This is an optimization exercise on Yosys and OpenROAD, whose aim is small area, not a production implementation.
RTL that was checked went through simulation tests only; none was proved equivalent to the original.
The RTL of runs 1 and 3 to 7 was laid out without a check of its function.
Power is estimated from default activity; no workload was simulated.

==> flow/design.v <==
module ALU #(
    parameter [8:0] FAST = 9'b000000000,   
    parameter integer K = 2                
) (
    input  wire [7:0] a,
    input  wire [7:0] b,
    input  wire [2:0] op,
    output wire [7:0] result
);
    wire is_mul = (op == 3'd3);
    wire is_dv  = op[2] & (op[0] ^ op[1]);    
    wire is_div = (op == 3'd5);
    wire inv    = is_dv | (op == 3'd4);       
    wire [7:0] bx = b ^ {8{inv}};
    wire [8:0] nz;
    assign nz[8] = 1'b1;
    genvar w, j;
    generate
        for (w = 7; w >= 1; w = w - 1) begin : g_nz
            assign nz[w] = nz[w + 1] & ~b[w];
        end
    endgenerate
    wire [7:0] q;
    wire [7:0] rr [0:8];
    assign rr[8] = 8'd0;
    wire [K-1:0] rk;    
    generate
        for (w = 1; w <= 8; w = w + 1) begin : g_st
            localparam P = w % 2;              
            wire [w-1:0] t;                     
            wire [w:0]   d;                     
            wire [w-1:0] y;                     
            wire         cin;                   
            if (w == K + 1) begin : g_tk
                assign t[K:1] = rk;
            end else if (w > 1) begin : g_t
                assign t[w-1:1] = rr[9 - w][w-2:0];
            end
            if (w <= K) begin : g_ytop
                assign t[0] = a[8 - w] ^ P[0];
                assign y = ~b[w-1:0] ^ {w{P[0]}};
                assign cin = 1'b1 ^ P[0];
            end else begin : g_y
                assign t[0] = (a[8 - w] & ~is_mul) ^ P[0];
                assign y = bx[w-1:0] ^ {w{P[0]}};
                assign cin = inv ^ P[0];
            end
            if (FAST[w]) begin : g_fast
                wire [w-1:0] tt = t ^ {w{P[0]}};
                wire [w-1:0] yt = y ^ {w{P[0]}};
                assign d = ({1'b0, tt} + {1'b0, yt} + {{w{1'b0}}, cin ^ P[0]}) ^ {(w+1){P[0]}};
            end else begin : g_rip
                wire [w:0] c;
                assign c[0] = cin;
                for (j = 0; j < w; j = j + 1) begin : g_b
                    assign d[j]   = t[j] ^ y[j] ^ c[j];
                    assign c[j+1] = (t[j] & y[j]) | (t[j] & c[j]) | (y[j] & c[j]);
                end
                assign d[w] = c[w];
            end
            wire ge = nz[w] & (d[w] ^ P[0]);
            assign q[8 - w] = ge;
            wire sel;
            if (w <= K) begin : g_stop
                assign sel = ge;
            end else if (w == 8) begin : g_slast
                assign sel = is_mul ? a[0] : is_dv ? ge : 1'b1;
            end else begin : g_smid
                assign sel = is_mul ? a[8 - w] : (is_dv & ge);
            end
            assign rr[8 - w][w-1:0] = ~(sel ? d[w-1:0] : t);
            if (w < 8) begin : g_pad
                assign rr[8 - w][7:w] = {(8 - w){1'b0}};
            end
        end
    endgenerate
    localparam PK = (K + 1) % 2;
    wire [K-1:0] mk = a[7:8-K] * b[K-1:0];
    assign rk = is_mul ? (mk ^ {K{PK[0]}}) : is_dv ? rr[8-K][K-1:0] : (a[7:8-K] ^ {K{PK[0]}});
    assign result = is_div ? q : ~rr[0];
endmodule
module queue_with_controller (
    input  wire       clk,
    input  wire       rst,
    input  wire       shift,
    input  wire [7:0] back,
    input  wire       inc,
    input  wire       dec,
    input  wire       set_err,
    output wire [7:0] a,
    output wire [7:0] b,
    output wire [7:0] tail,
    output reg  [2:0] n,
    output reg        err
);
    reg [7:0] r0, r1, r2, r3, r4;
    always @(posedge clk) begin
        if (shift) begin
            r0 <= back;
            r1 <= r0;
            r2 <= r1;
            r3 <= r2;
            r4 <= r3;
        end
    end
    always @(posedge clk or posedge rst) begin
        if (rst) begin
            n   <= 3'd0;
            err <= 1'b0;
        end else begin
            if (inc)
                n <= n + 3'd1;
            else if (dec)
                n <= n - 3'd1;
            if (set_err)
                err <= 1'b1;
        end
    end
    reg [7:0] ra, rb;
    always @* begin
        case ({n[2], n[0]})
            2'd0: begin ra = r1; rb = r0; end
            2'd1: begin ra = r2; rb = r1; end
            2'd2: begin ra = r3; rb = r2; end
            2'd3: begin ra = r4; rb = r3; end
        endcase
    end
    assign a = ra;
    assign b = rb;
    assign tail = r0;
endmodule
module calculator(
    input wire clk,
    input wire rst,
    input wire[7:0] in,
    input wire[2:0] op,
    input wire apply,
    output wire[7:0] tail,
    output wire empty,
    output wire valid
);
    wire [7:0] a, b, result;
    wire [2:0] n;
    wire err;
    wire go     = apply & ~err;
    wire is_push = (op == 3'd0);
    wire is_pop  = (op == 3'd1);
    wire is_arith = (op != 3'd0) & (op != 3'd1) & (op != 3'd7);
    wire by_div  = op[2] & (op[0] ^ op[1]);
    wire full    = (n == 3'd5);
    wire none    = (n == 3'd0);
    wire two     = n[2] | n[1];            
    wire bzero   = (b == 8'd0);
    wire ok_push  = is_push & ~full;
    wire ok_pop   = is_pop & ~none;
    wire ok_arith = is_arith & two & ~(by_div & bzero);
    wire shift   = go & (ok_push | ok_arith);
    wire inc     = go & ok_push;
    wire dec     = go & (ok_pop | ok_arith);
    wire set_err = go & ~(ok_push | ok_pop | ok_arith);
    queue_with_controller queue (
        .clk(clk), .rst(rst),
        .shift(shift), .back(is_push ? in : result),
        .inc(inc), .dec(dec), .set_err(set_err),
        .a(a), .b(b), .tail(tail), .n(n), .err(err)
    );
    ALU alu (.a(a), .b(b), .op(op), .result(result));
    assign empty = none;
    assign valid = ~err;
endmodule
==> flow/flow/run.sh <==
#!/bin/bash
# The standard layout (standard.sh) with two changes:
#  1. After the standard synthesis, its combinational logic is mapped again by
#     ABC without the full-adder cells that synthesis extracted (reopt.ys). The
#     registers are untouched: same instances, names and cell types.
#  2. The buffers that buffer_ports puts on the ports use sky130_fd_sc_hd__buf_1.
# Each tool's output goes to a log of its own in this folder.
set -euo pipefail
here=$(cd "$(dirname "$0")" && pwd)
work=$(pwd)
res=$work/orfs/results/$FLOW_PLATFORM/calculator/base
lib=$FLOW_HOME/platforms/$FLOW_PLATFORM/lib/sky130_fd_sc_hd__tt_025C_1v80.lib
yosys=$(command -v yosys || echo "$FLOW_HOME/../tools/install/yosys/bin/yosys")
export BUFFER_PORTS_ARGS="-buffer_cell sky130_fd_sc_hd__buf_1"

# 1. standard synthesis
bash standard.sh synth > synth.log 2>&1
cp "$res/1_2_yosys.v" "$work/standard_synth.v"

# 2. map the combinational logic again
dont_use=$(sed -n '/^export DONT_USE_CELLS/,/^#/p' "$FLOW_HOME/platforms/$FLOW_PLATFORM/config.mk" \
  | grep -o 'sky130_fd_sc_hd__[A-Za-z0-9_]*' | sed 's/^/-dont_use /' | tr '\n' ' ')
script=$(tr -d '\n' < "$here/abc.script" | sed 's/[&|\\]/\\&/g')
sed -e "s|@LIB@|$lib|g" -e "s|@IN@|$work/standard_synth.v|g" -e "s|@OUT@|$work/reopt.v|g" \
    -e "s|@TOP@|$FLOW_TOP|g" -e "s|@DONT_USE@|$dont_use|g" -e "s|@SCRIPT@|$script|g" "$here/reopt.ys" > "$work/reopt_run.ys"
"$yosys" -l "$work/reopt.log" -s "$work/reopt_run.ys" > /dev/null 2>&1
cp "$work/reopt.v" "$res/1_2_yosys.v"
rm -f "$res/1_synth.odb" "$res/1_synth.sdc"

# 3. the rest of the standard layout, from the new netlist
bash standard.sh > layout.log 2>&1
==> flow/flow/abc.script <==
strash;&get,-n;&deepsyn,-T,30;&dch,-f;&nf,-R,1000,-p;&put;topo;dnsize;
==> flow/flow/reopt.ys <==
# Re-map the combinational cells of a mapped netlist; keep the registers.
read_liberty -ignore_miss_func @LIB@
blackbox sky130_fd_sc_hd__*df* sky130_fd_sc_hd__*dl* sky130_fd_sc_hd__conb_*
read_verilog @IN@
hierarchy -check -top @TOP@
flatten
opt_clean -purge
stat -liberty @LIB@
abc -liberty @LIB@ @DONT_USE@ -script +@SCRIPT@
# the cell types abc used were dropped by hierarchy; reload them as black boxes
read_liberty -lib @LIB@
opt_clean -purge
hilomap -singleton -hicell sky130_fd_sc_hd__conb_1 HI -locell sky130_fd_sc_hd__conb_1 LO
splitnets
opt_clean -purge
stat -liberty @LIB@
check -assert
write_verilog -noattr -nohex -nodec @OUT@
==> flow/standard.sh <==
#!/bin/bash
# synth_recipe.tcl (not shown) runs the flow's synth.tcl, then flattens the netlist and writes it again
# the make line also repeats each setting of config.mk as NAME=value (left out here)
make -C /OpenROAD-flow-scripts/flow DESIGN_CONFIG=/design/flow/config.mk WORK_HOME=/design/flow/orfs CLKGATE_MAP_FILE= SYNTH_SCRIPT=/design/flow/synth_recipe.tcl "${@:-finish}"
==> flow/config.mk <==
export PLATFORM = sky130hd
export DESIGN_NAME = calculator
export DESIGN_NICKNAME = calculator
export VERILOG_FILES = /design/flow/design.v
export SDC_FILE = /design/flow/constraint.sdc
export NUM_CORES = 4
export LEC_CHECK = 0
export ABC_AREA = 1
export CAP_MARGIN = 20
export CORE_MARGIN = 2
export CORE_UTILIZATION = 40
export SLEW_MARGIN = 20
==> flow/constraint.sdc <==
create_clock -name core_clock -period 15.0 [get_ports {clk}]
set_input_delay 3.0000 -clock core_clock [delete_from_list [all_inputs] [get_ports {clk}]]
set_output_delay 3.0000 -clock core_clock [all_outputs]
set_load 0.01 [all_outputs]
==> results.yml, run 1 <==
timing:
  relSlewSlack: 0.473
  fmax_mhz: 70.7
  setup_tns_ns: 0
  skew_ns: 0.00472
  finalHoldViolations: 0
  timing.final.crit_share: 0.943
  hold_ws_ns: 0.459
  setup-violations-final: 0
  drv_slew: 0
  period_needed_ns: 14.14
  worst_pin_slew_ns: 0.783
pwr:
  worst_ir_drop_vdd_mv: 0.0403
  p_switching_mw: 0.0764
  swShare: 0.265
  clockPowerShare: 0.308
  p_int_mw: 0.212
  seq_power_share: 0.461
  combPwrFrac: 0.231
  powerDensity_nw_per_um2: 71.4
  power_leakage_nw: 1.39
clocking:
  cts_max_path_buffers: 2
  cts.sinks: 44
  clkLatencyLatePin_ns: 0.29
  root_buffer: "clkbuf_8"
  htreeDepth: 2
  path_clk_slew_ns: 0.08
  cts_tree: "yes"
  numCtsBuffers: 5
worst_setup_path:
  critPathCaptureType: "flop"
  crit_required_ns: 15.13
  worst_path_max_delay_cell: "a211o_1"
  cp-start-kind: "primary input"
  critical_path_class: "in -> reg"
  max_stage_delay_ns: 0.38
  crit_fanout: 7
  cp_common_cell: "nor2_1"
  crit_arrival_ns: 14.27
job:
  max-cap-violations: 0
cells_and_area:
  nets: 458
  final_core_util: 0.529
  fill_cells: 723
  most-common-layout-cells: "nor2_1, buf_4, nand2_1"
  area_growth_pct: 28.9
  antennaDiodeCount: 0
  instances_no_fill: 547
  drive_above_1_share: 0.225
drt:
  wl_mm: 9.06
  drc_errors: 0
  post_drt_wl_per_cell_um: 16.6
  drt-initial-drc-count: 184
  antenna_left: 0
  vias: 3114
  viasPerCell: 5.69
  first_pass_iters: 5
logic_synthesis:
  synth_area_sq_um: 3140
  yosysWarnings: 2
  syn_avg_cell_area_sq_um: 8.59
  syn-num-nets: 379
  synthCells: 365
die:
  core_area_sq_um: 7650
  core.rowCount: 32
  initial_core_util: 0.410
  io_pins: 24
  die_area_sq_um: 8570
  die_h_um: 92.6
  die_w_um: 92.6
global_route:
  antenna_found_initial: 0
  grt-ovfl-total: 0
  grt_pass1_vias: 2846
  grt_max_degree: 41
  grt_first_pass_wirelength_mm: 14.5
  grtUsageTotal: 0.213
placement:
  globalplace.congestion: 0.900
  portBuffers: 23
  dpl.cell_count: 535
  hpwl_mm: 6.77
min_path:
  min-delay-path-class: "reg -> reg"
status:
  status: "finished clean"
==> worst max-delay path, delay by kind of cell <==
family,cells,cell delay (ns)
and+or+nand+nor,43,5.13
AOI/OAI and AO/OA,27,4.44
adders and majority gates,2,0.54
xor gates and xnor gates,2,0.45
buffers and inverters,5,0.73
==> power groups by stage <==
stage	clock network, mW	registers (mW)	logic, mW
final	0.0891	0.133	0.0667
after detailed placement	0	0.136	0.0571
after global placement	0	0.136	0.0562
after CTS	0.0896	0.133	0.0576
after global routing	0.0939	0.133	0.0737
after floorplan	0	0.136	0.0386
==> path summary, 6_finish.rpt <==
| check | startpoint | endpoint | slack [ns] | cells after the start |
|---|---|---|---|---|
| hold reg to reg | queue.r3[4]$_DFFE_PP_ | queue.r4[4]$_DFFE_PP_ | 0.46 | 0 |
| max in group asynchronous | rst | queue.n[2]$_DFFE_PP0P_ | 12.36 | 2 |
| setup reg to reg | queue.n[2]$_DFFE_PP0P_ | queue.r0[1]$_DFFE_PP_ | 1.38 | 82 |
| min in group asynchronous | rst | queue.n[0]$_DFFE_PP0P_ | 2.52 | 2 |
| setup / recovery | op[0] | queue.r0[1]$_DFFE_PP_ | 0.86 | 79 |
| hold / removal | queue.r3[4]$_DFFE_PP_ | queue.r4[4]$_DFFE_PP_ | 0.46 | 0 |
==> sequential cells by signal, indices dropped and copies added (netlist names) <==
name	cells
queue.r0	8
queue.r1	8
queue.r2	8
queue.r3	8
queue.r4	8
queue.n	3
queue.err	1
==> per-stage QoR <==
step | power [mW] | worst slack (ns) | area (sq um)
final | 0.289 | 0.858 | 4040
after global routing | 0.301 | -0.0567 | 4040
after CTS | 0.280 | 0.0355 | 3800
after detailed placement | 0.193 | -0.280 | 3700
after global placement | 0.192 | -0.0674 | 3700
after floorplan | 0.174 | 0.288 | 3140
==> layer usage <==
metal	wire (um)	global-route usage	up-vias
met5	0	0	-
met4	172	0.0709	0
met3	485	0.0260	14
met2	4180	0.338	111
li1	-	-	1513
met1	4220	0.303	1476
==> cell type report <==
class / count / area (sq um) / share of cell area
inverter: 8 / 30.0 / 0.00743
sequential: 44 / 1300 / 0.322
clock buffer: 6 / 72.6 / 0.0180
timing repair buffer: 72 / 470 / 0.116
tap: 102 / 128 / 0.0316
clock inverter: 2 / 35.0 / 0.00867
multi-input combinational: 313 / 2010 / 0.496
==> repair_timing <==
action | 4_1_cts | 5_1_grt
endpoints found under the setup margin | 2 | 8
hold buffers | 0 | 0
gates resized for setup | 1 | 58
gates cloned | 0 | 0
setup buffers | 0 | 3
pin swaps | 0 | 15
endpoints found under the hold margin | 0 | 0
==> run 2: changes to the inputs <==
--- a/flow/design.v
+++ b/flow/design.v
@@ -1,6 +1,6 @@
 module ALU #(
     parameter [8:0] FAST = 9'b000000000,   
-    parameter integer K = 2                
+    parameter integer K = 3                
 ) (
     input  wire [7:0] a,
     input  wire [7:0] b,
--- a/flow/flow/run.sh
+++ b/flow/flow/run.sh
@@ -27,5 +27,7 @@
 cp "$work/reopt.v" "$res/1_2_yosys.v"
 rm -f "$res/1_synth.odb" "$res/1_synth.sdc"
 
-# 3. the rest of the standard layout, from the new netlist
+# 3. the rest of the standard layout, from the new netlist; timing and
+#    design repair may buffer with buf_1 and buf_2 only
+export DONT_USE_CELLS="sky130_fd_sc_hd__buf_4 sky130_fd_sc_hd__buf_6 sky130_fd_sc_hd__buf_8 sky130_fd_sc_hd__buf_12 sky130_fd_sc_hd__buf_16"
 bash standard.sh > layout.log 2>&1
==> run 2 against run 1 <==
Against the previous run: still clean; sequential cell count did not move; register-to-register slack better by 0.04 ns; combinational power is 17% lower; fmax grew 0.44%; non-clock buffer count fell by 30; clock power fell by 21%; total power down 11%; utilization down 5.0 points; first-iteration DRC count rose by 40%; via count down 3.4%; area after synthesis rose by 2.1%; sequential share of layout area increased by 3.0 points; critical path type unchanged.
==> results.yml, run 2 <==
status:
  status: "finished clean"
pwr:
  powerDensity_nw_per_um2: 69.7
  seq_power_share: 0.516
  p_switching_mw: 0.0703
  swShare: 0.272
  worst_ir_drop_vdd_mv: 0.0326
  combPwrFrac: 0.213
  clockPowerShare: 0.271
  power_mw: 0.258
  power_leakage_nw: 1.30
  p_int_mw: 0.188
global_route:
  grt_use_met3: 0.0250
  met1_usage: 0.300
  grt-ovfl-total: 0
  grt_pass1_vias: 2726
  grt_busiest_layer: "met2"
  grt_max_degree: 41
  gr-usage-met2: 0.334
  grtUsageTotal: 0.211
  antenna_found_initial: 0
  grt_first_pass_wirelength_mm: 14.3
worst_setup_path:
  max_stage_delay_ns: 0.37
  worst_path_max_delay_cell: "mux2_1"
  crit_arrival_ns: 14.12
  cp.buffers_inverters: 4
  critPathCaptureType: "flop"
  r2r_setup_slack_ns: 1.42
  cp_common_cell: "nand2_1"
  path_delay_family: "simple AND/OR/NAND/NOR gates"
  cp-start-kind: "primary input"
  critical_path_class: "in -> reg"
  crit_required_ns: 15.04
  crit_fanout: 7
clocking:
  root_buffer: "clkbuf_8"
  clkLatencyLatePin_ns: 0.29
  htreeDepth: 2
  cts_tree: "yes"
  path_clk_slew_ns: 0.08
  cts.sinks: 44
  cts_max_path_buffers: 2
  numCtsBuffers: 5
cells_and_area:
  instances_no_fill: 525
  nets: 437
  most-common-layout-cells: "nor2_1, nand2_1, edfxtp_1"
  antennaDiodeCount: 0
  area_growth_pct: 15.6
  drive_above_1_share: 0.0969
logic_synthesis:
  syn-num-nets: 388
  syn_avg_cell_area_sq_um: 8.56
  synth_area_sq_um: 3200
  yosysWarnings: 2
  synthCells: 374
drt:
  antenna_left: 0
  viasPerCell: 5.73
  drt-initial-drc-count: 258
  wl_mm: 8.97
  first_pass_iters: 5
  drc_errors: 0
  vias: 3007
  post_drt_wl_per_cell_um: 17.1
die:
  core_area_sq_um: 7730
  die_w_um: 93.5
  io_pins: 24
  core.rowCount: 32
  initial_core_util: 0.414
  die_area_sq_um: 8740
  die_h_um: 93.5
placement:
  hpwl_mm: 6.95
  globalplace.congestion: 0.946
  portBuffers: 23
  place_ws_ns: -0.0190
  dpl.cell_count: 516
timing:
  relSlewSlack: 0.273
  period_needed_ns: 14.08
  skew_ns: 0.00877
  fmax_mhz: 71.0
  drv_slew: 0
  setup-violations-final: 0
  finalHoldViolations: 0
  timing.final.crit_share: 0.939
  hold_ws_ns: 0.451
  setup_ws_ns: 0.921
  worst_pin_slew_ns: 1.09
job:
  max-cap-violations: 0
min_path:
  min-delay-path-class: "reg -> reg"
## run 2: worst paths after layout
| kind | from | endpoint | cells past startpoint |
|---|---|---|---|
| worst max-delay path | op[1] | queue.r0[4]$_DFFE_PP_ | 72 |
| worst min-delay path | queue.r3[0]$_DFFE_PP_ | queue.r4[0]$_DFFE_PP_ | 0 |
| worst max register to register | queue.n[2]$_DFFE_PP0P_ | queue.r0[4]$_DFFE_PP_ | 78 |
| worst min register to register | queue.r3[0]$_DFFE_PP_ | queue.r4[0]$_DFFE_PP_ | 0 |
| max in group asynchronous | rst | queue.err$_DFFE_PP0P_ | 2 |
| min in group asynchronous | rst | queue.n[1]$_DFFE_PP0P_ | 2 |
## run 2: repair_timing
action / 4_1_cts / 5_1_grt
gates resized for setup: 0 / 22
hold buffers: 0 / 0
endpoints found under the setup margin: 0 / 8
setup buffers: 0 / 2
## run 2: final cells by class
class | count | area, sq um
Clock buffer | 5 | 68.8
Clock inverter | 2 | 12.5
Fill cell | 758 | 4030
Inverter | 5 | 18.8
Multi-Input combinational cell | 325 | 1940
Sequential cell | 44 | 1300
Tap cell | 102 | 128
Timing Repair Buffer | 42 | 231
## run 2: worst reg2reg max path: cells and delay by family, from the launching register on
kind                       cells  cell delay [ns]
xor gates and xnor gates       2             0.32
AOI/OAI and AO/OA             27             4.77
DFF                            1             0.52
buffers and inverters          3             0.48
muxes                          2             0.65
adders and majority gates      1             0.35
and+or+nand+nor               43             6.24
## run 2: power by group through the flow
stage / clock, mW / sequential [mW] / combinational (mW)
2_1_floorplan: 0 / 0.136 / 0.0370
3_3_place_gp: 0 / 0.136 / 0.0513
3_5_place_dp: 0 / 0.136 / 0.0521
4_1_cts: 0.0704 / 0.133 / 0.0523
5_1_grt: 0.0753 / 0.133 / 0.0609
6_report: 0.0700 / 0.133 / 0.0551
## run 2: metrics by stage
| stage | utilization | TNS [ns] | cell area [sq um] |
|---|---|---|---|
| floorplan | - | 0 | 3200 |
| global placement | 0.460 | 0 | 3550 |
| detailed placement | 0.460 | -0.0190 | 3550 |
| CTS | 0.470 | 0 | 3630 |
| global route | 0.479 | -0.0292 | 3700 |
| finish | 0.479 | 0 | 3700 |
## run 2: per-layer routing
layer	vias to the layer above	wire (um)
met5	-	0
met4	0	195
met2	107	4160
li1	1485	-
met1	1401	4140
met3	14	482
==> run 3: changes to the inputs <==
--- a/flow/design.v
+++ b/flow/design.v
@@ -103,30 +103,22 @@
             r4 <= r3;
         end
     end
+    wire [2:0] n_next = inc ? n + 3'd1 : dec ? n - 3'd1 : n;
     always @(posedge clk or posedge rst) begin
         if (rst) begin
             n   <= 3'd0;
             err <= 1'b0;
         end else begin
-            if (inc)
-                n <= n + 3'd1;
-            else if (dec)
-                n <= n - 3'd1;
+            n <= n_next;
             if (set_err)
                 err <= 1'b1;
         end
     end
-    reg [7:0] ra, rb;
-    always @* begin
-        case ({n[2], n[0]})
-            2'd0: begin ra = r1; rb = r0; end
-            2'd1: begin ra = r2; rb = r1; end
-            2'd2: begin ra = r3; rb = r2; end
-            2'd3: begin ra = r4; rb = r3; end
-        endcase
-    end
-    assign a = ra;
-    assign b = rb;
+    reg [3:0] sel;
+    always @(posedge clk)
+        sel <= {n_next == 3'd5, n_next == 3'd4, n_next == 3'd3, n_next == 3'd2};
+    assign a = ({8{sel[0]}} & r1) | ({8{sel[1]}} & r2) | ({8{sel[2]}} & r3) | ({8{sel[3]}} & r4);
+    assign b = ({8{sel[0]}} & r0) | ({8{sel[1]}} & r1) | ({8{sel[2]}} & r2) | ({8{sel[3]}} & r3);
     assign tail = r0;
 endmodule
 module calculator(
--- a/flow/flow/run.sh
+++ b/flow/flow/run.sh
@@ -27,7 +27,5 @@
 cp "$work/reopt.v" "$res/1_2_yosys.v"
 rm -f "$res/1_synth.odb" "$res/1_synth.sdc"
 
-# 3. the rest of the standard layout, from the new netlist; timing and
-#    design repair may buffer with buf_1 and buf_2 only
-export DONT_USE_CELLS="sky130_fd_sc_hd__buf_4 sky130_fd_sc_hd__buf_6 sky130_fd_sc_hd__buf_8 sky130_fd_sc_hd__buf_12 sky130_fd_sc_hd__buf_16"
+# 3. the rest of the standard layout, from the new netlist
 bash standard.sh > layout.log 2>&1
==> run 3 against run 2 <==
Against the previous run: still clean on timing, DRC and antenna; total power grew 8.7%; final area grew 3.0%; utilization shrank 0.79 points.
==> results.yml, run 3 <==
clocking:
  clkLatencyLatePin_ns: 0.30
  cts.sinks: 48
  htreeDepth: 2
  cts_max_path_buffers: 2
  path_clk_slew_ns: 0.09
  root_buffer: "clkbuf_8"
  cts_tree: "yes"
  cts_setup_buffers: 0
  hold_buffers: 0
  numCtsBuffers: 5
drt:
  viasPerCell: 5.78
  wl_mm: 9.00
  antenna_left: 0
  first_pass_iters: 6
  drt-initial-drc-count: 320
  vias: 3137
  drc_errors: 0
  post_drt_wl_per_cell_um: 16.6
worst_setup_path:
  cp_common_cell: "nor2_1"
  crit_fanout: 8
  critical_path_class: "in -> reg"
  critPathCaptureType: "flop"
  path_delay_family: "simple AND/OR/NAND/NOR gates"
  max_stage_delay_ns: 0.38
  cp.buffers_inverters: 6
  crit_required_ns: 15.17
  crit_arrival_ns: 13.76
  worst_path_max_delay_cell: "a2111oi_1"
  cp-start-kind: "primary input"
global_route:
  grt_max_degree: 41
  antenna_found_initial: 0
  grt-ovfl-total: 0
  grtUsageTotal: 0.207
  grt_first_pass_wirelength_mm: 14.4
  grt_pass1_vias: 2860
cells_and_area:
  final_common_cell: "nand2_1"
  final_core_util: 0.471
  area_growth_pct: 16.2
  most-common-layout-cells: "nand2_1, nor2_1, edfxtp_1"
  antennaDiodeCount: 0
  seq_area_sq_um: 1380
  nets: 451
  drive_above_1_share: 0.0913
  multi_input_area_sq_um: 1920
  fill_cells: 854
timing:
  timing.final.crit_share: 0.906
  skew_ns: 0.0107
  relSlewSlack: 0.396
  fmax_mhz: 73.6
  finalHoldViolations: 0
  worst_pin_slew_ns: 0.906
  rsz0062_at_grt: "false"
  period_needed_ns: 13.59
  drv_slew: 0
  setup_ws_ns: 1.41
  setup_tns_ns: 0
  setup-violations-final: 0
pwr:
  seq_power_share: 0.513
  p_int_mw: 0.210
  power_mw: 0.281
  p_switching_mw: 0.0704
  clockPowerShare: 0.329
  power_leakage_nw: 1.34
  combPwrFrac: 0.158
  swShare: 0.251
  powerDensity_nw_per_um2: 73.6
  worst_ir_drop_vdd_mv: 0.0427
die:
  core.rowCount: 33
  die_h_um: 94.6
  io_pins: 24
  core_area_sq_um: 8090
  die_area_sq_um: 8940
  die_w_um: 94.6
  initial_core_util: 0.405
placement:
  place_ws_ns: 0.870
  portBuffers: 23
  globalplace.congestion: 0.900
  hpwl_mm: 6.85
min_path:
  min-delay-path-class: "reg -> reg"
logic_synthesis:
  synthCells: 387
  syn-num-nets: 401
  synth_area_sq_um: 3280
  syn_avg_cell_area_sq_um: 8.48
  yosysWarnings: 2
status:
  status: "finished clean"
job:
  max-cap-violations: 0
run 3: changes by cell type in the layout (fill, tap and decap cells not counted), sizes merged, moves of 5 or more:
cell,previous run,this run
a222oi,6,13
nand2,59,71
xnor2,31,25
o22ai,16,5
nor3b,0,6
nor3,13,18
a21oi,14,31
nor2,59,49
run 3: power groups by stage:
stage / clock network [mW] / logic [mW] / registers, mW
floorplan: 0 / 0.0270 / 0.147
global route: 0.0978 / 0.0495 / 0.144
CTS: 0.0931 / 0.0428 / 0.144
global placement: 0 / 0.0419 / 0.147
finish: 0.0923 / 0.0445 / 0.144
detailed placement: 0 / 0.0426 / 0.147
run 3: final timing paths:
path,startpoint,endpoint,slack (ns),depth (start not counted)
max in group asynchronous,rst,queue.n[0]$_DFF_PP0_,12.37,2
worst min-delay path,queue.r2[0]$_DFFE_PP_,queue.r3[0]$_DFFE_PP_,0.48,0
worst max-delay path,op[0],queue.r0[2]$_DFFE_PP_,1.41,74
worst min register to register,queue.r2[0]$_DFFE_PP_,queue.r3[0]$_DFFE_PP_,0.48,0
worst max register to register,queue.sel[3]$_DFF_P_,queue.r0[2]$_DFFE_PP_,1.90,80
min in group asynchronous,rst,queue.err$_DFFE_PP0P_,2.51,2
run 3: metal layers:
layer / GRT usage / share of wire / up-vias / routed length, um
met3: 0.0231 / 0.054 / 10 / 489
met5: 0 / 0 / - / 0
met1: 0.305 / 0.48 / 1504 / 4350
met2: 0.326 / 0.45 / 88 / 4040
li1: - / - / 1535 / -
met4: 0.0507 / 0.013 / 0 / 121
run 3: cell type report:
cell class	instances	area share
timing repair buffer	43	0.0633
inverter	9	0.00886
clock inverter	2	0.00919
clock buffer	6	0.0190
sequential	48	0.362
multi-input combinational	330	0.503
tap	105	0.0344
run 3: per-stage QoR:
stage	instance area (sq um)	instances	hold slack (ns)
after CTS	3760	543	0.487
after global routing	3810	543	0.500
final	3810	543	0.482
after detailed placement	3650	535	0.466
after floorplan	3280	387	0.444
after global placement	3650	535	0.455
run 3: repair_timing:
item                       in CTS  in global routing
setup endpoints to repair       0                  8
hold endpoints to repair        0                  0
gates resized for setup         0                 18
==> run 4: changes to the inputs <==
--- a/flow/design.v
+++ b/flow/design.v
@@ -82,10 +82,10 @@
 module queue_with_controller (
     input  wire       clk,
     input  wire       rst,
-    input  wire       shift,
+    input  wire       push,      
+    input  wire       pop,       
+    input  wire       arith,     
     input  wire [7:0] back,
-    input  wire       inc,
-    input  wire       dec,
     input  wire       set_err,
     output wire [7:0] a,
     output wire [7:0] b,
@@ -93,33 +93,39 @@
     output reg  [2:0] n,
     output reg        err
 );
-    reg [7:0] r0, r1, r2, r3, r4;
+    reg [7:0] t, q0, q1, q2, q3;
+    wire n1 = (n == 3'd1);
+    wire n2 = (n == 3'd2);
+    wire n3 = (n == 3'd3);
+    wire n4 = (n == 3'd4);
     always @(posedge clk) begin
-        if (shift) begin
-            r0 <= back;
-            r1 <= r0;
-            r2 <= r1;
-            r3 <= r2;
-            r4 <= r3;
-        end
+        if (push | arith)
+            t <= back;
+        if ((push & n1) | pop | arith)
+            q0 <= push ? t : pop ? q1 : (n3 ? t : q2);
+        if ((push & n2) | pop | arith)
+            q1 <= push ? t : pop ? q2 : (n4 ? t : q3);
+        if ((push & n3) | pop | arith)
+            q2 <= (push | arith) ? t : q3;
+        if (push & n4)
+            q3 <= t;
     end
-    wire [2:0] n_next = inc ? n + 3'd1 : dec ? n - 3'd1 : n;
     always @(posedge clk or posedge rst) begin
         if (rst) begin
             n   <= 3'd0;
             err <= 1'b0;
         end else begin
-            n <= n_next;
+            if (push)
+                n <= n + 3'd1;
+            else if (pop | arith)
+                n <= n - 3'd1;
             if (set_err)
                 err <= 1'b1;
         end
     end
-    reg [3:0] sel;
-    always @(posedge clk)
-        sel <= {n_next == 3'd5, n_next == 3'd4, n_next == 3'd3, n_next == 3'd2};
-    assign a = ({8{sel[0]}} & r1) | ({8{sel[1]}} & r2) | ({8{sel[2]}} & r3) | ({8{sel[3]}} & r4);
-    assign b = ({8{sel[0]}} & r0) | ({8{sel[1]}} & r1) | ({8{sel[2]}} & r2) | ({8{sel[3]}} & r3);
-    assign tail = r0;
+    assign a = q0;
+    assign b = n2 ? t : q1;
+    assign tail = t;
 endmodule
 module calculator(
     input wire clk,
@@ -146,14 +152,11 @@
     wire ok_push  = is_push & ~full;
     wire ok_pop   = is_pop & ~none;
     wire ok_arith = is_arith & two & ~(by_div & bzero);
-    wire shift   = go & (ok_push | ok_arith);
-    wire inc     = go & ok_push;
-    wire dec     = go & (ok_pop | ok_arith);
     wire set_err = go & ~(ok_push | ok_pop | ok_arith);
     queue_with_controller queue (
         .clk(clk), .rst(rst),
-        .shift(shift), .back(is_push ? in : result),
-        .inc(inc), .dec(dec), .set_err(set_err),
+        .push(go & ok_push), .pop(go & ok_pop), .arith(go & ok_arith),
+        .back(is_push ? in : result), .set_err(set_err),
         .a(a), .b(b), .tail(tail), .n(n), .err(err)
     );
     ALU alu (.a(a), .b(b), .op(op), .result(result));
==> run 4 against run 3 <==
Against the previous run: cell count increased by 3.5%; still clean; clock-buffer cell count decreased by 1; via count about the same; first-iteration DRC count decreased by 60%; highest routed layer unchanged; synthesized cell count increased by 4.7%; area after synthesis increased by 2.7%; clock skew decreased by 0.0052 ns; non-clock buffer count increased by 1; wire length decreased by 0.58%; sequential power decreased by 8%.
==> results.yml, run 4 <==
status:
  status: "finished clean"
clocking:
  path_clk_slew_ns: 0.08
  numCtsBuffers: 5
  cts_max_path_buffers: 2
  cts_setup_buffers: 0
  hold_buffers: 0
  cts_tree: "yes"
  cts.sinks: 44
  htreeDepth: 2
  root_buffer: "clkbuf_8"
  clkLatencyLatePin_ns: 0.29
timing:
  drv_slew: 0
  rsz0062_at_grt: "false"
  setup_tns_ns: 0
  finalHoldViolations: 0
  skew_ns: 0.00552
  period_needed_ns: 13.71
  worst_pin_slew_ns: 1.01
  relSlewSlack: 0.329
  setup-violations-final: 0
  timing.final.crit_share: 0.914
  fmax_mhz: 72.9
drt:
  met2WireLength_mm: 4.32
  drt-initial-drc-count: 129
  drc_errors: 0
  wl_met1_mm: 4.10
  antenna_left: 0
  viasPerCell: 5.59
  met3WireLength_um: 261
  vias: 3139
  first_pass_iters: 4
  routed.top_layer: "met4"
  post_drt_wl_per_cell_um: 15.9
  wl_mm: 8.95
logic_synthesis:
  syn-num-nets: 419
  yosysWarnings: 2
  syn_avg_cell_area_sq_um: 8.32
  synth_area_sq_um: 3370
  synthCells: 405
cells_and_area:
  most-common-layout-cells: "nor2_1, nand2_1, edfxtp_1"
  drive_above_1_share: 0.0897
  final_common_cell: "nor2_1"
  antennaDiodeCount: 0
  final_core_util: 0.478
  nets: 470
  area_growth_pct: 15.9
  fill_cells: 827
pwr:
  power_leakage_nw: 1.38
  clockPowerShare: 0.318
  seq_power_share: 0.483
  p_switching_mw: 0.0713
  swShare: 0.258
  worst_ir_drop_vdd_mv: 0.0779
  combPwrFrac: 0.199
  powerDensity_nw_per_um2: 70.7
  p_int_mw: 0.205
worst_setup_path:
  max_stage_delay_ns: 0.37
  worst_path_max_delay_cell: "maj3_1"
  crit_fanout: 7
  cp_common_cell: "nor2_1"
  crit_required_ns: 15.03
  critical_path_class: "in -> reg"
  critPathCaptureType: "flop"
  cp-start-kind: "primary input"
  crit_arrival_ns: 13.75
die:
  core_area_sq_um: 8180
  initial_core_util: 0.412
  die_w_um: 95.8
  core.rowCount: 33
  io_pins: 24
  die_area_sq_um: 9180
  die_h_um: 95.8
global_route:
  grtUsageTotal: 0.205
  grt_first_pass_wirelength_mm: 14.4
  grt_pass1_vias: 2899
  grt-ovfl-total: 0
  antenna_found_initial: 0
  grt_max_degree: 22
min_path:
  min-delay-path-class: "reg -> reg"
placement:
  portBuffers: 23
  globalplace.congestion: 0.933
  hpwl_mm: 7.03
job:
  max-cap-violations: 0
-- run 4: worst max-delay path, delay by kind of cell --
family          cells  cell delay (ns)
buf+inv             4             0.56
compound gates     24             3.51
xor+xnor            3             0.55
simple gates       43             5.38
fa+ha+maj           2             0.74
-- run 4: final cells by class --
cell class | count | area (sq um) | area share
timing repair buffer | 44 | 245 | 0.0628
inverter | 10 | 37.5 | 0.00961
tap | 105 | 131 | 0.0336
multi-input combinational | 351 | 2080 | 0.533
clock inverter | 3 | 42.5 | 0.0109
sequential | 44 | 1300 | 0.333
clock buffer | 5 | 68.8 | 0.0176
-- run 4: timing repair --
item | 4_1_cts | 5_1_grt
hold endpoints to repair | 0 | 0
setup endpoints to repair | 0 | 8
gates resized for setup | 0 | 16
-- run 4: worst paths after layout --
check                                       start                endpoint  slack [ns]  cells past startpoint
min                         queue.err$_DFFE_PP0P_   queue.err$_DFFE_PP0P_        0.52                      2
min reg2reg                 queue.err$_DFFE_PP0P_   queue.err$_DFFE_PP0P_        0.52                      2
max                                         op[0]    queue.t[4]$_DFFE_PP_        1.29                     76
min in group asynchronous                     rst  queue.n[2]$_DFFE_PP0P_        2.53                      2
max in group asynchronous                     rst  queue.n[0]$_DFFE_PP0P_       12.35                      2
max reg2reg                queue.n[1]$_DFFE_PP0P_    queue.t[4]$_DFFE_PP_        1.50                     80
-- run 4: through the flow --
| step | setup slack [ns] | std cells | total power [mW] | hold WS [ns] | area (sq um) |
|---|---|---|---|---|---|
| floorplan | 1.88 | 405 | 0.172 | 0.531 | 3370 |
| global placement | 0.680 | 554 | 0.188 | 0.505 | 3750 |
| detailed placement | 0.255 | 554 | 0.189 | 0.509 | 3750 |
| CTS | 0.502 | 562 | 0.277 | 0.526 | 3860 |
| global route | 0.0414 | 562 | 0.288 | 0.570 | 3910 |
| finish | 1.29 | 562 | 0.276 | 0.521 | 3910 |
-- run 4: per-layer routing --
layer	vias up	track usage
li1	1585	-
met1	1463	0.259
met2	77	0.358
met3	14	0.0227
met4	0	0.0762
met5	-	0
-- run 4: power by group through the flow --
| stage | clock network, mW | logic (mW) | registers [mW] |
|---|---|---|---|
| floorplan | 0 | 0.0363 | 0.136 |
| global placement | 0 | 0.0523 | 0.136 |
| detailed placement | 0 | 0.0529 | 0.136 |
| CTS | 0.0903 | 0.0535 | 0.133 |
| global route | 0.0942 | 0.0605 | 0.134 |
| finish | 0.0879 | 0.0549 | 0.133 |
==> run 5: changes to the inputs <==
==> flow/design.v (replaced) <==
module ALU #(
    parameter [8:0] FAST = 9'b000000000,   
    parameter integer K = 3                
) (
    input  wire [7:0] a,
    input  wire [7:0] b,
    input  wire [2:0] op,
    output wire [7:0] result
);
    wire is_mul = (op == 3'd3);
    wire is_dv  = op[2] & (op[0] ^ op[1]);    
    wire is_div = (op == 3'd5);
    wire inv    = is_dv | (op == 3'd4);       
    wire [7:0] bx = b ^ {8{inv}};
    wire [8:0] nz;
    assign nz[8] = 1'b1;
    genvar w, j;
    generate
        for (w = 7; w >= 1; w = w - 1) begin : g_nz
            assign nz[w] = nz[w + 1] & ~b[w];
        end
    endgenerate
    wire [7:0] q;
    wire [7:0] rr [0:8];
    assign rr[8] = 8'd0;
    wire [K-1:0] rk;    
    generate
        for (w = 1; w <= 8; w = w + 1) begin : g_st
            wire [w-1:0] t;
            wire [w:0]   d;
            wire [w-1:0] y;
            wire         cin;
            if (w == K + 1) begin : g_tk
                assign t[K:1] = rk;
            end else if (w > 1) begin : g_t
                assign t[w-1:1] = rr[9 - w][w-2:0];
            end
            if (w <= K) begin : g_ytop
                assign t[0] = a[8 - w];
                assign y = ~b[w-1:0];
                assign cin = 1'b1;
            end else begin : g_y
                assign t[0] = a[8 - w] & ~is_mul;
                assign y = bx[w-1:0];
                assign cin = inv;
            end
            if (FAST[w]) begin : g_fast
                assign d = {1'b0, t} + {1'b0, y} + {{w{1'b0}}, cin};
            end else begin : g_rip
                wire [w:0] c;
                assign c[0] = cin;
                for (j = 0; j < w; j = j + 1) begin : g_b
                    assign d[j]   = t[j] ^ y[j] ^ c[j];
                    assign c[j+1] = (t[j] & y[j]) | (t[j] & c[j]) | (y[j] & c[j]);
                end
                assign d[w] = c[w];
            end
            wire ge = nz[w] & d[w];
            assign q[8 - w] = ge;
            wire sel;
            if (w <= K) begin : g_stop
                assign sel = ge;
            end else if (w == 8) begin : g_slast
                assign sel = is_mul ? a[0] : is_dv ? ge : 1'b1;
            end else begin : g_smid
                assign sel = is_mul ? a[8 - w] : (is_dv & ge);
            end
            assign rr[8 - w][w-1:0] = sel ? d[w-1:0] : t;
            if (w < 8) begin : g_pad
                assign rr[8 - w][7:w] = {(8 - w){1'b0}};
            end
        end
    endgenerate
    wire [K-1:0] mk = a[7:8-K] * b[K-1:0];
    assign rk = is_mul ? mk : is_dv ? rr[8-K][K-1:0] : a[7:8-K];
    assign result = is_div ? q : rr[0];
endmodule
module queue_with_controller (
    input  wire       clk,
    input  wire       rst,
    input  wire       shift,
    input  wire [7:0] back,
    input  wire       inc,
    input  wire       dec,
    input  wire       set_err,
    output wire [7:0] a,
    output wire [7:0] b,
    output wire [7:0] tail,
    output reg  [2:0] n,
    output reg        err
);
    reg [7:0] r0, r1, r2, r3, r4;
    always @(posedge clk) begin
        if (shift) begin
            r0 <= back;
            r1 <= r0;
            r2 <= r1;
            r3 <= r2;
            r4 <= r3;
        end
    end
    always @(posedge clk or posedge rst) begin
        if (rst) begin
            n   <= 3'd0;
            err <= 1'b0;
        end else begin
            if (inc)
                n <= n + 3'd1;
            else if (dec)
                n <= n - 3'd1;
            if (set_err)
                err <= 1'b1;
        end
    end
    reg [7:0] ra, rb;
    always @* begin
        case ({n[2], n[0]})
            2'd0: begin ra = r1; rb = r0; end
            2'd1: begin ra = r2; rb = r1; end
            2'd2: begin ra = r3; rb = r2; end
            2'd3: begin ra = r4; rb = r3; end
        endcase
    end
    assign a = ra;
    assign b = rb;
    assign tail = r0;
endmodule
module calculator(
    input wire clk,
    input wire rst,
    input wire[7:0] in,
    input wire[2:0] op,
    input wire apply,
    output wire[7:0] tail,
    output wire empty,
    output wire valid
);
    wire [7:0] a, b, result;
    wire [2:0] n;
    wire err;
    wire go     = apply & ~err;
    wire is_push = (op == 3'd0);
    wire is_pop  = (op == 3'd1);
    wire is_arith = (op != 3'd0) & (op != 3'd1) & (op != 3'd7);
    wire by_div  = op[2] & (op[0] ^ op[1]);
    wire full    = (n == 3'd5);
    wire none    = (n == 3'd0);
    wire two     = n[2] | n[1];            
    wire bzero   = (b == 8'd0);
    wire ok_push  = is_push & ~full;
    wire ok_pop   = is_pop & ~none;
    wire ok_arith = is_arith & two & ~(by_div & bzero);
    wire shift   = go & (ok_push | ok_arith);
    wire inc     = go & ok_push;
    wire dec     = go & (ok_pop | ok_arith);
    wire set_err = go & ~(ok_push | ok_pop | ok_arith);
    queue_with_controller queue (
        .clk(clk), .rst(rst),
        .shift(shift), .back(is_push ? in : result),
        .inc(inc), .dec(dec), .set_err(set_err),
        .a(a), .b(b), .tail(tail), .n(n), .err(err)
    );
    ALU alu (.a(a), .b(b), .op(op), .result(result));
    assign empty = none;
    assign valid = ~err;
endmodule
==> flow/flow/abc.script (replaced) <==
strash;&get,-n;&deepsyn,-T,30;&dch,-f;&nf,-R,1000,-p;&put;strash;&get,-n;&deepsyn,-T,30;&dch,-f;&nf,-R,1000,-p;&put;topo;dnsize;
==> run 5 against run 4 <==
Against the previous run: still clean on timing, DRC and antenna; wire length increased by 2.3%; die area decreased by 5.3%; global-route usage increased by 0.54 points; area after synthesis decreased by 5.5%; sequential cell count unchanged.
==> results.yml, run 5 <==
global_route:
  grt_pass1_vias: 2895
  grt_busiest_layer: "met2"
  antenna_found_initial: 0
  grt_first_pass_wirelength_mm: 14.2
  grt-ovfl-total: 0
  met1_usage: 0.293
  gr-usage-met2: 0.331
  grt_max_degree: 34
  grtUsageTotal: 0.210
  grt_use_met3: 0.0338
drt:
  first_pass_iters: 5
  drc_errors: 0
  wl_mm: 9.15
  vias: 3124
  viasPerCell: 5.89
  antenna_left: 0
  post_drt_wl_per_cell_um: 17.3
  drt-initial-drc-count: 301
clocking:
  cts_max_path_buffers: 2
  numCtsBuffers: 5
  path_clk_slew_ns: 0.08
  cts.sinks: 44
  clkLatencyLatePin_ns: 0.30
  root_buffer: "clkbuf_8"
  cts_tree: "yes"
  htreeDepth: 2
cells_and_area:
  antennaDiodeCount: 0
  most-common-layout-cells: "nand2_1, edfxtp_1, nor2_1"
  area_growth_pct: 20.0
  drive_above_1_share: 0.131
  final_common_cell: "nand2_1"
  nets: 441
worst_setup_path:
  max_stage_delay_ns: 0.43
  critPathCaptureType: "flop"
  critical_path_class: "in -> reg"
  cp.buffers_inverters: 8
  crit_fanout: 8
  worst_path_max_delay_cell: "a311oi_1"
  cp-start-kind: "primary input"
  path_delay_family: "simple AND/OR/NAND/NOR gates"
  cp_common_cell: "nand2_1"
  rr_endpoint: "queue.r0[3]$_DFFE_PP_"
  crit_required_ns: 15.02
  r2r_setup_slack_ns: 1.29
  r2r_cells: 83
  r2r_start: "queue.n[2]$_DFFE_PP0P_"
  crit_arrival_ns: 13.99
min_path:
  worstHoldStart: "queue.r3[4]$_DFFE_PP_"
  hold_depth: 0
  min_to: "queue.r4[4]$_DFFE_PP_"
  min-delay-path-class: "reg -> reg"
pwr:
  worst_ir_drop_vdd_mv: 0.0386
  power_leakage_nw: 1.30
  powerDensity_nw_per_um2: 73.6
die:
  die_h_um: 93.2
  core.rowCount: 32
  core_area_sq_um: 7730
  die_area_sq_um: 8690
  io_pins: 24
  initial_core_util: 0.412
  die_w_um: 93.2
timing:
  hold_ws_ns: 0.454
  drv_slew: 0
  setup_ws_ns: 1.04
  timing.final.crit_share: 0.931
  relSlewSlack: 0.420
  rsz0062_at_grt: "false"
  worst_pin_slew_ns: 0.863
  finalHoldViolations: 0
  setup-violations-final: 0
  setup_tns_ns: 0
  fmax_mhz: 71.6
  skew_ns: 0.00742
  period_needed_ns: 13.96
job:
  max-cap-violations: 0
logic_synthesis:
  syn_avg_cell_area_sq_um: 8.47
  yosysWarnings: 2
  synthCells: 376
  synth_area_sq_um: 3190
  syn-num-nets: 390
placement:
  globalplace.congestion: 0.932
  portBuffers: 23
  hpwl_mm: 6.93
  place_ws_ns: 0.0954
status:
  status: "finished clean"
-- run 5: repair_timing --
action	CTS	global route
setup buffers	0	4
setup endpoints to repair	0	8
hold buffers	0	0
resized for setup	0	43
-- run 5: worst max-delay path by stage --
| stage | startpoint | slack [ns] | end | cells after the start |
|---|---|---|---|---|
| floorplan | op[0] | 0.70 | queue.r0[5]$_DFFE_PP_ | 73 |
| global placement | op[0] | 0.50 | queue.r0[1]$_DFFE_PP_ | 77 |
| detailed placement | op[0] | 0.1 | queue.r0[1]$_DFFE_PP_ | 74 |
| CTS | op[0] | 0.34 | queue.r0[1]$_DFFE_PP_ | 79 |
| global route | op[0] | 0.04 | queue.r0[1]$_DFFE_PP_ | 76 |
| finish | op[2] | 1.04 | queue.r0[3]$_DFFE_PP_ | 75 |
-- run 5: layout make-up --
class                   instances  area (sq um)
clock buffers                   5          68.8
fillers                       749          3900
flip-flops and latches         44          1300
inverters                       7          26.3
clock inverters                 3          42.5
well taps                     102           128
multi-input cells             325          2010
repair buffers                 44           244
-- run 5: report_power, final --
part | leakage [nW] | switching [mW] | internal, mW | total [mW]
Clock | 0.0558 | 0.0406 | 0.0493 | 0.0899
Sequential | 0.410 | 0 | 0.133 | 0.133
Combinational | 0.836 | 0.0351 | 0.0234 | 0.0584
Total | 1.30 | 0.0756 | 0.206 | 0.281
-- run 5: per-stage QoR --
stage | cells | utilization | power (mW) | area [sq um]
3_3_place_gp | 518 | 0.458 | 0.187 | 3540
5_1_grt | 530 | 0.495 | 0.292 | 3820
3_5_place_dp | 518 | 0.458 | 0.188 | 3540
4_1_cts | 526 | 0.472 | 0.277 | 3650
6_report | 530 | 0.495 | 0.281 | 3820
2_1_floorplan | 376 | - | 0.172 | 3190
-- run 5: layer usage --
metal,part of all wire,up-vias
met5,0,-
met4,0.018,0
met3,0.067,18
met2,0.46,131
met1,0.46,1461
li1,-,1514
==> run 6: changes to the inputs <==
==> flow/flow/abc.script (replaced) <==
strash;&get,-n;&deepsyn,-T,30;&dch,-f;&nf,-R,1000,-p;&put;topo;dnsize;
==> run 6 against run 5 <==
Against the previous run: clock skew shrank 0.0013 ns; worst setup slack lost 0.079 ns; clock-buffer cell count is the same; global-route usage grew 0.56 points; combinational power grew about 70%; largest power group unchanged; highest routed layer unchanged.
==> results.yml, run 6 <==
worst_setup_path:
  crit_required_ns: 15.05
  worst_path_max_delay_cell: "maj3_1"
  cp-start-kind: "primary input"
  critical_path_class: "in -> reg"
  max_stage_delay_ns: 0.40
  crit_arrival_ns: 14.10
  cp_common_cell: "nor2_1"
  critPathCaptureType: "flop"
  crit_fanout: 10
timing:
  period_needed_ns: 14.04
  finalHoldViolations: 0
  relSlewSlack: 0.393
  drv_slew: 0
  setup_tns_ns: 0
  setup_ws_ns: 0.958
  setup-violations-final: 0
  worst_pin_slew_ns: 0.910
  fmax_mhz: 71.2
  skew_ns: 0.00613
  timing.final.crit_share: 0.936
cells_and_area:
  instances_no_fill: 527
  most-common-layout-cells: "nand2_1, nor2_1, edfxtp_1"
  nets: 438
  area_growth_pct: 17.1
  drive_above_1_share: 0.0871
  antennaDiodeCount: 0
  fin_area_sq_um: 3750
  final_common_cell: "nand2_1"
placement:
  hpwl_mm: 6.96
  dpl.cell_count: 514
  place_ws_ns: 0.129
  place_area_sq_um: 3500
  globalplace.congestion: 0.919
  portBuffers: 23
die:
  core.rowCount: 32
  initial_core_util: 0.413
  core_area_sq_um: 7770
  die_w_um: 93.5
  die_area_sq_um: 8750
  die_h_um: 93.5
  io_pins: 24
clocking:
  htreeDepth: 2
  root_buffer: "clkbuf_8"
  path_clk_slew_ns: 0.09
  cts_max_path_buffers: 2
  clkLatencyLatePin_ns: 0.30
  cts_tree: "yes"
  cts.sinks: 44
  numCtsBuffers: 5
pwr:
  worst_ir_drop_vdd_mv: 0.0455
  power_leakage_nw: 1.31
  powerDensity_nw_per_um2: 95.6
global_route:
  grt_first_pass_wirelength_mm: 14.5
  grt-ovfl-total: 0
  grtUsageTotal: 0.216
  antenna_found_initial: 0
  grt_pass1_vias: 2717
  grt_max_degree: 41
logic_synthesis:
  syn_avg_cell_area_sq_um: 8.48
  syn-num-nets: 392
  synth_area_sq_um: 3210
  synthCells: 378
  yosysWarnings: 2
drt:
  vias: 3050
  drc_errors: 0
  drt-initial-drc-count: 285
  first_pass_iters: 5
  wl_mm: 9.16
  antenna_left: 0
  post_drt_wl_per_cell_um: 17.4
  viasPerCell: 5.79
min_path:
  min-delay-path-class: "reg -> reg"
job:
  max-cap-violations: 0
status:
  status: "finished clean"
## run 6: final timing paths
path | startpoint | end | slack, ns | cells past startpoint
worst min register to register | queue.r3[4]$_DFFE_PP_ | queue.r4[4]$_DFFE_PP_ | 0.46 | 0
worst max-delay path | op[1] | queue.r0[7]$_DFFE_PP_ | 0.96 | 72
min in group asynchronous | rst | queue.n[1]$_DFFE_PP0P_ | 2.52 | 2
max in group asynchronous | rst | queue.n[2]$_DFFE_PP0P_ | 12.36 | 2
worst max register to register | queue.n[2]$_DFFE_PP0P_ | queue.r0[7]$_DFFE_PP_ | 1.17 | 80
worst min-delay path | queue.r3[4]$_DFFE_PP_ | queue.r4[4]$_DFFE_PP_ | 0.46 | 0
## run 6: metrics by stage
step | power (mW) | hold slack, ns | util
floorplan | 0.207 | 0.426 | -
global placement | 0.229 | 0.434 | 0.451
detailed placement | 0.231 | 0.435 | 0.451
CTS | 0.354 | 0.468 | 0.472
global route | 0.374 | 0.478 | 0.483
finish | 0.359 | 0.464 | 0.483
## run 6: timing repair
item / CTS / global route
setup endpoints to repair: 0 / 8
resized for setup: 0 / 17
hold buffers: 0 / 0
setup buffers: 0 / 5
## run 6: power breakdown
part           internal [mW]  leakage, nW  total, mW  switching (mW)
logic                 0.0397        0.824     0.0992          0.0595
clock network         0.0833       0.0784      0.125          0.0418
registers              0.134        0.409      0.135        0.000566
## run 6: final cells by class
type                       instances  area [sq um]
fill                             767          4010
multi-input combinational        331          1950
sequential                        44          1300
timing repair buffer              39           209
tap                              102           128
clock inverter                     3          90.1
clock buffer                       5          68.8
inverter                           3          11.3
## run 6: routing by layer
layer | wire length, um | vias up | GRT usage | share of wire
met5 | 0 | - | 0 | 0
met3 | 386 | 10 | 0.0226 | 0.042
met1 | 4340 | 1440 | 0.312 | 0.47
met2 | 4310 | 104 | 0.341 | 0.47
li1 | - | 1496 | - | -
met4 | 127 | 0 | 0.0640 | 0.014
## run 6: worst max-delay path, delay by kind of cell
family	cells	cell delay [ns]
AO/OA/AOI/OAI	28	4.92
buffers and inverters	2	0.33
XOR/XNOR	2	0.34
adder cells (fa/ha/maj)	2	0.60
AND/OR/NAND/NOR	38	4.90
==> run 7: changes to the inputs <==
--- a/flow/design.v
+++ b/flow/design.v
@@ -1,7 +1,4 @@
-module ALU #(
-    parameter [8:0] FAST = 9'b000000000,   
-    parameter integer K = 3                
-) (
+module ALU (
     input  wire [7:0] a,
     input  wire [7:0] b,
     input  wire [2:0] op,
@@ -10,6 +7,7 @@
     wire is_mul = (op == 3'd3);
     wire is_dv  = op[2] & (op[0] ^ op[1]);    
     wire is_div = (op == 3'd5);
+    wire is_as  = ~is_mul & ~is_dv;           
     wire inv    = is_dv | (op == 3'd4);       
     wire [7:0] bx = b ^ {8{inv}};
     wire [8:0] nz;
@@ -20,59 +18,36 @@
             assign nz[w] = nz[w + 1] & ~b[w];
         end
     endgenerate
-    wire [7:0] q;
     wire [7:0] rr [0:8];
     assign rr[8] = 8'd0;
-    wire [K-1:0] rk;    
+    wire [7:0] q;
     generate
         for (w = 1; w <= 8; w = w + 1) begin : g_st
             wire [w-1:0] t;
-            wire [w:0]   d;
-            wire [w-1:0] y;
-            wire         cin;
-            if (w == K + 1) begin : g_tk
-                assign t[K:1] = rk;
-            end else if (w > 1) begin : g_t
+            wire [w-1:0] s;
+            wire [w:0]   c;
+            wire         sel;
+            assign t[0] = a[8 - w] & ~is_mul;
+            if (w > 1) begin : g_t
                 assign t[w-1:1] = rr[9 - w][w-2:0];
             end
-            if (w <= K) begin : g_ytop
-                assign t[0] = a[8 - w];
-                assign y = ~b[w-1:0];
-                assign cin = 1'b1;
-            end else begin : g_y
-                assign t[0] = a[8 - w] & ~is_mul;
-                assign y = bx[w-1:0];
-                assign cin = inv;
+            assign c[0] = inv;
+            for (j = 0; j < w; j = j + 1) begin : g_b
+                assign s[j]   = t[j] ^ bx[j] ^ c[j];
+                assign c[j+1] = (t[j] & bx[j]) | (t[j] & c[j]) | (bx[j] & c[j]);
             end
-            if (FAST[w]) begin : g_fast
-                assign d = {1'b0, t} + {1'b0, y} + {{w{1'b0}}, cin};
-            end else begin : g_rip
-                wire [w:0] c;
-                assign c[0] = cin;
-                for (j = 0; j < w; j = j + 1) begin : g_b
-                    assign d[j]   = t[j] ^ y[j] ^ c[j];
-                    assign c[j+1] = (t[j] & y[j]) | (t[j] & c[j]) | (y[j] & c[j]);
-                end
-                assign d[w] = c[w];
+            assign q[8 - w] = c[w] & nz[w];
+            if (w == 8) begin : g_last
+                assign sel = is_mul ? a[0] : is_dv ? q[0] : 1'b1;
+            end else begin : g_mid
+                assign sel = is_mul ? a[8 - w] : (is_dv & q[8 - w]);
             end
-            wire ge = nz[w] & d[w];
-            assign q[8 - w] = ge;
-            wire sel;
-            if (w <= K) begin : g_stop
-                assign sel = ge;
-            end else if (w == 8) begin : g_slast
-                assign sel = is_mul ? a[0] : is_dv ? ge : 1'b1;
-            end else begin : g_smid
-                assign sel = is_mul ? a[8 - w] : (is_dv & ge);
-            end
-            assign rr[8 - w][w-1:0] = sel ? d[w-1:0] : t;
+            assign rr[8 - w][w-1:0] = sel ? s : t;
             if (w < 8) begin : g_pad
                 assign rr[8 - w][7:w] = {(8 - w){1'b0}};
             end
         end
     endgenerate
-    wire [K-1:0] mk = a[7:8-K] * b[K-1:0];
-    assign rk = is_mul ? mk : is_dv ? rr[8-K][K-1:0] : a[7:8-K];
     assign result = is_div ? q : rr[0];
 endmodule
 module queue_with_controller (
@@ -114,11 +89,11 @@
     end
     reg [7:0] ra, rb;
     always @* begin
-        case ({n[2], n[0]})
-            2'd0: begin ra = r1; rb = r0; end
-            2'd1: begin ra = r2; rb = r1; end
-            2'd2: begin ra = r3; rb = r2; end
-            2'd3: begin ra = r4; rb = r3; end
+        case (n)
+            3'd2:    begin ra = r1; rb = r0; end
+            3'd3:    begin ra = r2; rb = r1; end
+            3'd4:    begin ra = r3; rb = r2; end
+            default: begin ra = r4; rb = r3; end
         endcase
     end
     assign a = ra;
==> flow/run.sh (new file) <==
#!/bin/bash
# synth_recipe.tcl (not shown) runs the flow's synth.tcl, then flattens the netlist and writes it again
# the make line also repeats each setting of config.mk as NAME=value (left out here)
make -C /OpenROAD-flow-scripts/flow DESIGN_CONFIG=/design/flow/config.mk WORK_HOME=/design/flow/orfs CLKGATE_MAP_FILE= SYNTH_SCRIPT=/design/flow/synth_recipe.tcl finish
--- a/flow/config.mk
+++ b/flow/config.mk
@@ -5,7 +5,6 @@
 export SDC_FILE = /design/flow/constraint.sdc
 export NUM_CORES = 4
 export LEC_CHECK = 0
-export ABC_AREA = 1
 export CAP_MARGIN = 20
 export CORE_MARGIN = 2
 export CORE_UTILIZATION = 40
removed: flow/flow/run.sh
removed: flow/flow/abc.script
removed: flow/flow/reopt.ys
removed: flow/standard.sh
==> run 7 against run 6 <==
Against the previous run: now fails the layout checks on negative setup slack; hold slack gained 0.031 ns; non-clock buffer count grew 143; clock-buffer cell count is the same; largest power group unchanged.
==> results.yml, run 7 <==
worst_setup_path:
  crit_required_ns: 15.04
  cp_common_cell: "fa_2"
  worst_path_max_delay_cell: "fa_2"
  crit_arrival_ns: 17.78
  max_stage_delay_ns: 0.41
  cp-start-kind: "primary input"
  critPathCaptureType: "flop"
  crit_fanout: 6
  critical_path_class: "in -> reg"
die:
  io_pins: 24
  die_h_um: 103
  core.rowCount: 36
  core_area_sq_um: 9640
  initial_core_util: 0.408
  die_area_sq_um: 10600
  die_w_um: 103
timing:
  relSlewSlack: 0.297
  setup_tns_ns: -21.26
  rsz0062_at_grt: "true"
  period_needed_ns: 17.74
  skew_ns: 0.0124
  setup-violations-final: 8
  drv_slew: 0
  worst_pin_slew_ns: 1.04
  setup_ws_ns: -2.74
  timing.final.crit_share: 1.18
  hold_ws_ns: 0.495
  finalHoldViolations: 0
  fmax_mhz: 56.4
drt:
  routed.top_layer: "met4"
  antenna_left: 0
  post_drt_wl_per_cell_um: 18.4
  first_pass_iters: 5
  wl_met1_mm: 5.70
  drc_errors: 0
  met3WireLength_um: 573
  wl_mm: 12.9
  drt-initial-drc-count: 265
  met2WireLength_mm: 6.29
  viasPerCell: 5.53
  vias: 3880
clocking:
  cts.sinks: 44
  numCtsBuffers: 5
  path_clk_slew_ns: 0.10
  root_buffer: "clkbuf_8"
  cts_tree: "yes"
  cts_max_path_buffers: 2
  hold_buffers: 0
  clkLatencyLatePin_ns: 0.31
  htreeDepth: 2
cells_and_area:
  final_common_cell: "buf_4"
  nets: 614
  drive_above_1_share: 0.455
  area_growth_pct: 53.4
  most-common-layout-cells: "buf_4, nand2_1, edfxtp_1"
  antennaDiodeCount: 0
  fill_cells: 812
global_route:
  grt_max_degree: 41
  grt_first_pass_wirelength_mm: 20.3
  antenna_found_initial: 0
  grtUsageTotal: 0.254
  grt_pass1_vias: 3872
  grt-ovfl-total: 0
pwr:
  worst_ir_drop_vdd_mv: 0.0435
  power_leakage_nw: 2.35
  powerDensity_nw_per_um2: 57.7
min_path:
  min-delay-path-class: "reg -> reg"
logic_synthesis:
  synthArstFlopShare: 0.0909
  yosysTopAreaCellShare: 0.305
  syn_avg_cell_area_sq_um: 9.86
  syn-num-nets: 445
  synth_cell_types: 65
  post-synth-top-count-cell: "nand2_1"
  synth-seq-cells: 44
  synth_area_sq_um: 3940
  synthCells: 399
  synth.top_cells.by_count: "nand2_1, edfxtp_1, nor2_1"
  synth_area_leaders: "edfxtp_1, fa_1, mux2i_1"
  synth_flop_cell: "edfxtp_1"
  synth_edf_count: 40
  yosys.area.top_type: "edfxtp_1"
  yosysWarnings: 2
  synth-seq-area-share: 0.331
placement:
  hpwl_mm: 9.79
  globalplace.congestion: 0.961
  portBuffers: 23
  place_ws_ns: -3.68
status:
  failed_checks: "negative setup slack"
  status: "failed layout checks"
job:
  max-cap-violations: 0
run 7: kinds of logic (layout without fill, tap and decap cells):
logic type | count (synthesis) | count (layout) | share of synthesized area
compound gates | 112 | 112 | 0.204
xor+xnor | 14 | 14 | 0.0312
fa+ha+maj | 32 | 32 | 0.155
buf+inv | 39 | 209 | 0.0413
flops | 44 | 44 | 0.331
mux | 32 | 32 | 0.0900
simple gates | 126 | 126 | 0.148
run 7: final cells by class:
type                       instances  area (sq um)  area share
inverter                          19          88.8      0.0147
multi-input combinational        316          2870       0.476
tap                              133           166      0.0276
timing repair buffer             182          1490       0.247
clock buffer                       5          68.8      0.0114
sequential                        44          1300       0.215
clock inverter                     3          47.5     0.00787
run 7: path summary, 6_finish.rpt:
| path | depth (start not counted) | end | startpoint | slack (ns) |
|---|---|---|---|---|
| max reg2reg | 61 | queue.r0[1]$_DFFE_PP_ | queue.n[2]$_DFFE_PP0P_ | -1.15 |
| max | 63 | queue.r0[1]$_DFFE_PP_ | op[1] | -2.74 |
| min | 0 | queue.r3[6]$_DFFE_PP_ | queue.r2[6]$_DFFE_PP_ | 0.50 |
| min reg2reg | 0 | queue.r3[6]$_DFFE_PP_ | queue.r2[6]$_DFFE_PP_ | 0.50 |
| max in group asynchronous | 2 | queue.n[1]$_DFFE_PP0P_ | rst | 11.98 |
| min in group asynchronous | 2 | queue.n[0]$_DFFE_PP0P_ | rst | 2.87 |
run 7: timing repair:
| action | CTS | global route |
|---|---|---|
| setup endpoints to repair | 8 | 8 |
| setup buffers | 24 | 8 |
| pin swaps | 23 | 8 |
| gates resized for setup | 49 | 12 |
run 7: routing by layer:
| metal | up-vias | GRT usage |
|---|---|---|
| li1 | 1812 | - |
| met1 | 1913 | 0.353 |
| met2 | 132 | 0.415 |
| met3 | 23 | 0.0316 |
| met4 | 0 | 0.0820 |
| met5 | - | 0 |
run 7: power by group:
part | total [mW] | switching [mW] | internal (mW)
Sequential | 0.134 | 0 | 0.134
Clock | 0.0955 | 0.0453 | 0.0502
Combinational | 0.119 | 0.0604 | 0.0590
run 7: critical path, delay by kind of cell:
kind | cells | cell delay (ns)
xor+xnor | 2 | 0.26
simple gates | 8 | 0.83
mux | 1 | 0.19
compound gates | 16 | 2.87
buf+inv | 7 | 0.64
fa+ha+maj | 29 | 9.99
run 7: through the flow:
stage	cell area, sq um	utilization	total power, mW	cells
final	6040	0.626	0.348	702
after floorplan	4200	-	0.196	399
after detailed placement	5460	0.567	0.236	663
after global routing	6040	0.626	0.366	702
after global placement	5460	0.567	0.233	663
after CTS	5890	0.611	0.343	693

-- static timing again, ports no longer ideal --
In the flow no input, the clock included, has a driving cell. The finished layouts below were timed again as built, in two steps. Step 1 (the two cells are an assumption about what drives the block):
set clk [get_ports {clk}]
set_driving_cell -lib_cell sky130_fd_sc_hd__clkbuf_16 $clk
set_driving_cell -lib_cell sky130_fd_sc_hd__buf_2 [delete_from_list [all_inputs] $clk]
Step 2 adds t to the input delays and takes it off the output delays; t is the mean of the earliest and latest rising clock arrival at the registers after step 1. Input paths then give back, and output paths get back, about the clock's delay inside the block. a / b / c = ideal ports / drivers / drivers and shift; a / b = the first two.
run	shift t [ns]	slack for setup (ns)	worst setup path after step 2	worst data-port slew with drivers (ns)	pins driven straight from the clock port
run 1	0.321	0.858 / 0.864 / 0.543	input to register	0.03	1
run 2	0.315	0.921 / 0.929 / 0.615	input to register	0.03	1
run 3	0.325	1.415 / 1.423 / 1.098	input to register	0.03	1
run 4	0.314	1.289 / 1.295 / 0.981	input to register	0.03	1
run 5	0.321	1.036 / 1.038 / 0.717	input to register	0.04	1
run 6	0.323	0.958 / 0.955 / 0.632	input to register	0.03	1
run 7	0.339	-2.738 / -2.761 / -3.100	input to register	0.05	1
The setup slack of run 7, which loses most, moves by -0.023 ns with the drivers and by -0.362 ns with both steps.
